What follows belongs to an exercise in optimizing a design on an open flow for small area and a short achievable clock period; a production flow would make more cautious choices. RTL that was checked went through simulation tests only; none was proved equivalent to the original. Power figures rest on the tool's default switching activity, not on a simulated workload.

Design sync_fifo, start of the top module:
module sync_fifo
#(
    parameter DATA_WIDTH = 8,
    parameter DATA_DEPTH = 64,
    parameter ADDR_WIDTH = 6
)
(
	input   wire                      clk,
	input   wire                      rst_n,
	input   wire  [DATA_WIDTH-1:0]    wr_data,
	input   wire                      rq,   
	input   wire                      wq,   
	output  reg   [DATA_WIDTH-1:0]    rd_data,
	output  wire                      full,
	output  wire                      empty
);
==> module sync_fifo, before the edit <==
module sync_fifo
#(
    parameter DATA_WIDTH = 8,
    parameter DATA_DEPTH = 64,
    parameter ADDR_WIDTH = 6
)
(
	input   wire                      clk,
	input   wire                      rst_n,
	input   wire  [DATA_WIDTH-1:0]    wr_data,
	input   wire                      rq,   
	input   wire                      wq,   
	output  reg   [DATA_WIDTH-1:0]    rd_data,
	output  wire                      full,
	output  wire                      empty
);
reg [DATA_WIDTH-1:0] mem [DATA_DEPTH-1:0];
reg [ADDR_WIDTH-1:0] wr_ptr;
reg [7:0]            rd_lo;      
reg [7:0]            rd_hi;      
reg full_r;
reg nempty_r;
assign full  = full_r;
sync_fifo_inv u_empty (.a(nempty_r), .y(empty));
wire wr_en = wq & ~full_r;
wire rd_en = rq & nempty_r;
wire [ADDR_WIDTH-1:0] wr_ptr_inc = wr_ptr + 1'b1;
wire [ADDR_WIDTH-1:0] wr_ptr_dec = wr_ptr - 1'b1;
wire one_left = rd_lo[wr_ptr_dec[2:0]] & rd_hi[wr_ptr_dec[5:3]];
wire one_free = rd_lo[wr_ptr_inc[2:0]] & rd_hi[wr_ptr_inc[5:3]] & nempty_r;
always @(posedge clk or negedge rst_n)
begin
	if (!rst_n) begin
		wr_ptr   <= 0;
		full_r   <= 1'b0;
		nempty_r <= 1'b0;
	end else begin
		if (wr_en)
			wr_ptr <= wr_ptr_inc;
		full_r   <= ~rq & (full_r | (wq & one_free));
		nempty_r <= nempty_r ? ~(rq & ~wq & one_left) : wq;
	end
end
wire [7:0] rd_lo_nx;
wire [7:0] rd_hi_nx;
sync_fifo_rdptr u_rdptr (
	.load(~nempty_r), .step(rq), .wr_ptr(wr_ptr),
	.lo(rd_lo), .hi(rd_hi), .lo_nx(rd_lo_nx), .hi_nx(rd_hi_nx)
);
always @(posedge clk)
begin
	rd_lo <= rd_lo_nx;
	rd_hi <= rd_hi_nx;
end
wire [DATA_DEPTH-1:0] rsel_n;
genvar r, b, g;
generate
	for (r = 0; r < DATA_DEPTH; r = r + 1) begin : rs
		sync_fifo_nand2 u_sel (.a(rd_lo[r % 8]), .b(rd_hi[r / 8]), .y(rsel_n[r]));
	end
endgenerate
wire [DATA_WIDTH-1:0] rd_mux;
wire [DATA_WIDTH-1:0] rd_nx;
generate
	for (b = 0; b < DATA_WIDTH; b = b + 1) begin : rm
		wire [31:0] t;
		wire [15:0] u;
		wire [3:0]  v;
		for (g = 0; g < 32; g = g + 1) begin : l1
			sync_fifo_oai22 u_t (.a1(rsel_n[2*g]), .a2(mem[2*g][b]), .b1(rsel_n[2*g+1]), .b2(mem[2*g+1][b]), .y(t[g]));
		end
		for (g = 0; g < 16; g = g + 1) begin : l2
			sync_fifo_nor2 u_u (.a(t[2*g]), .b(t[2*g+1]), .y(u[g]));
		end
		for (g = 0; g < 4; g = g + 1) begin : l3
			sync_fifo_nand4 u_v (.a(u[4*g]), .b(u[4*g+1]), .c(u[4*g+2]), .d(u[4*g+3]), .y(v[g]));
		end
		sync_fifo_nor4 u_w (.a(v[0]), .b(v[1]), .c(v[2]), .d(v[3]), .y(rd_mux[b]));
		sync_fifo_mux2 u_m (.s(rd_en), .a0(rd_data[b]), .a1(rd_mux[b]), .x(rd_nx[b]));
	end
endgenerate
always @(posedge clk or negedge rst_n)
begin
	if (!rst_n)
		rd_data <= 0;
	else
		rd_data <= rd_nx;
end
wire [DATA_DEPTH-1:0] ld;
wire [DATA_DEPTH-1:0] hold;
sync_fifo_wdec u_wdec (.wr_ptr(wr_ptr), .full(full_r), .ld(ld), .hold(hold));
generate
	for (r = 0; r < DATA_DEPTH; r = r + 1) begin : row
		wire [DATA_WIDTH-1:0] d;
		for (b = 0; b < DATA_WIDTH; b = b + 1) begin : col
			sync_fifo_ao22 u_ao (.a1(wr_data[b]), .a2(ld[r]), .b1(mem[r][b]), .b2(hold[r]), .x(d[b]));
		end
		always @(posedge clk)
			mem[r] <= d;
	end
endgenerate
endmodule
==> module sync_fifo_wdec, before the edit <==
module sync_fifo_wdec (
	input  wire [5:0]  wr_ptr,
	input  wire        full,
	output wire [63:0] ld,
	output wire [63:0] hold
);
wire [7:0] lo_n, hi_n;    
genvar i;
generate
	for (i = 0; i < 8; i = i + 1) begin : pre
		assign lo_n[i] = ~(wr_ptr[2:0] == i);
		assign hi_n[i] = ~((wr_ptr[5:3] == i) & ~full);
	end
	for (i = 0; i < 64; i = i + 1) begin : dec
		sync_fifo_nor2 u_ld (.a(lo_n[i % 8]), .b(hi_n[i / 8]), .y(ld[i]));
		sync_fifo_inv  u_hd (.a(ld[i]), .y(hold[i]));
	end
endgenerate
endmodule
==> module sync_fifo_inv, before the edit <==
module sync_fifo_inv (
	input  wire a,
	output wire y
);
assign y = ~a;
endmodule
Settings: LEC_CHECK=0, CAP_MARGIN=20, CORE_MARGIN=2, CORE_UTILIZATION=60, SETUP_SLACK_MARGIN=2.0, SLEW_MARGIN=20, SYNTH_HIERARCHICAL=1; clock period 4.0 ns.
run.sh (not shown) runs the stock make flow with config.mk's settings and CLKGATE_MAP_FILE= SYNTH_SCRIPT=/design/flow/synth_recipe.tcl, a recipe that flattens the netlist after the stock synthesis.
Next try:
--- a/flow/design.v
+++ b/flow/design.v
@@ -23,5 +23,5 @@
 reg nempty_r;
 assign full  = full_r;
-sync_fifo_inv u_empty (.a(nempty_r), .y(empty));
+assign empty = ~nempty_r;
 wire wr_en = wq & ~full_r;
 wire rd_en = rq & nempty_r;
@@ -88,34 +88,14 @@
 		rd_data <= rd_nx;
 end
-wire [DATA_DEPTH-1:0] ld;
-wire [DATA_DEPTH-1:0] hold;
-sync_fifo_wdec u_wdec (.wr_ptr(wr_ptr), .full(full_r), .ld(ld), .hold(hold));
 generate
 	for (r = 0; r < DATA_DEPTH; r = r + 1) begin : row
+		wire ld   = (wr_ptr == r) & ~full_r;
+		wire hold = ~ld;
 		wire [DATA_WIDTH-1:0] d;
 		for (b = 0; b < DATA_WIDTH; b = b + 1) begin : col
-			sync_fifo_ao22 u_ao (.a1(wr_data[b]), .a2(ld[r]), .b1(mem[r][b]), .b2(hold[r]), .x(d[b]));
+			sync_fifo_ao22 u_ao (.a1(wr_data[b]), .a2(ld), .b1(mem[r][b]), .b2(hold), .x(d[b]));
 		end
 		always @(posedge clk)
 			mem[r] <= d;
-	end
-endgenerate
-endmodule
-module sync_fifo_wdec (
-	input  wire [5:0]  wr_ptr,
-	input  wire        full,
-	output wire [63:0] ld,
-	output wire [63:0] hold
-);
-wire [7:0] lo_n, hi_n;    
-genvar i;
-generate
-	for (i = 0; i < 8; i = i + 1) begin : pre
-		assign lo_n[i] = ~(wr_ptr[2:0] == i);
-		assign hi_n[i] = ~((wr_ptr[5:3] == i) & ~full);
-	end
-	for (i = 0; i < 64; i = i + 1) begin : dec
-		sync_fifo_nor2 u_ld (.a(lo_n[i % 8]), .b(hi_n[i / 8]), .y(ld[i]));
-		sync_fifo_inv  u_hd (.a(ld[i]), .y(hold[i]));
 	end
 endgenerate
@@ -177,10 +157,4 @@
 assign y = ~(a | b);
 endmodule
-module sync_fifo_inv (
-	input  wire a,
-	output wire y
-);
-assign y = ~a;
-endmodule
 module sync_fifo_nand2 (
 	input  wire a,
Outcome: Power falls by about 4%; maximum frequency rises by 0.49%; via count falls by 2.5%; global-route usage rises by 0.94 points; clock power falls by 8.6%; clock-buffer cell count falls by 1; final area falls by about 5%; die area hardly moves; synthesized area is about the same; worst setup slack is better by 0.010 ns.
The RTL of the first run of this note was laid out without a check of its function.

## re-timing with driven ports
In the flow no input, the clock included, has a driving cell. The finished layouts below were timed again as built, in two steps. Step 1 sets driving cells, clkbuf_16 on the clock port and buf_2 on the other inputs (assumed; they add their load-dependent delay and slew). Step 2 moves the port delays by t, midway between the first and last clock arrival at a register: inputs arrive t later, outputs are due t later. That takes back most of the time a late clock gives input paths. a / b / c = ideal ports / drivers / drivers and shift; a / b = the first two.
| run | t (ns) | setup slack, ns | clock arrival spread, ns | worst register clock-pin slew, ns | cell pins on the clock port's net |
|---|---|---|---|---|---|
| the first run | 0.631 | 1.899 / 1.849 / 1.430 | 0.025 / 0.025 | 0.06 / 0.06 | 1 |
| the second run | 0.634 | 1.909 / 1.886 / 1.418 | 0.028 / 0.028 | 0.07 / 0.07 | 1 |
After both steps every run listed still meets setup and hold. The setup slack of the second run, which loses most, moves by -0.023 ns with the drivers and by -0.491 ns with both steps.
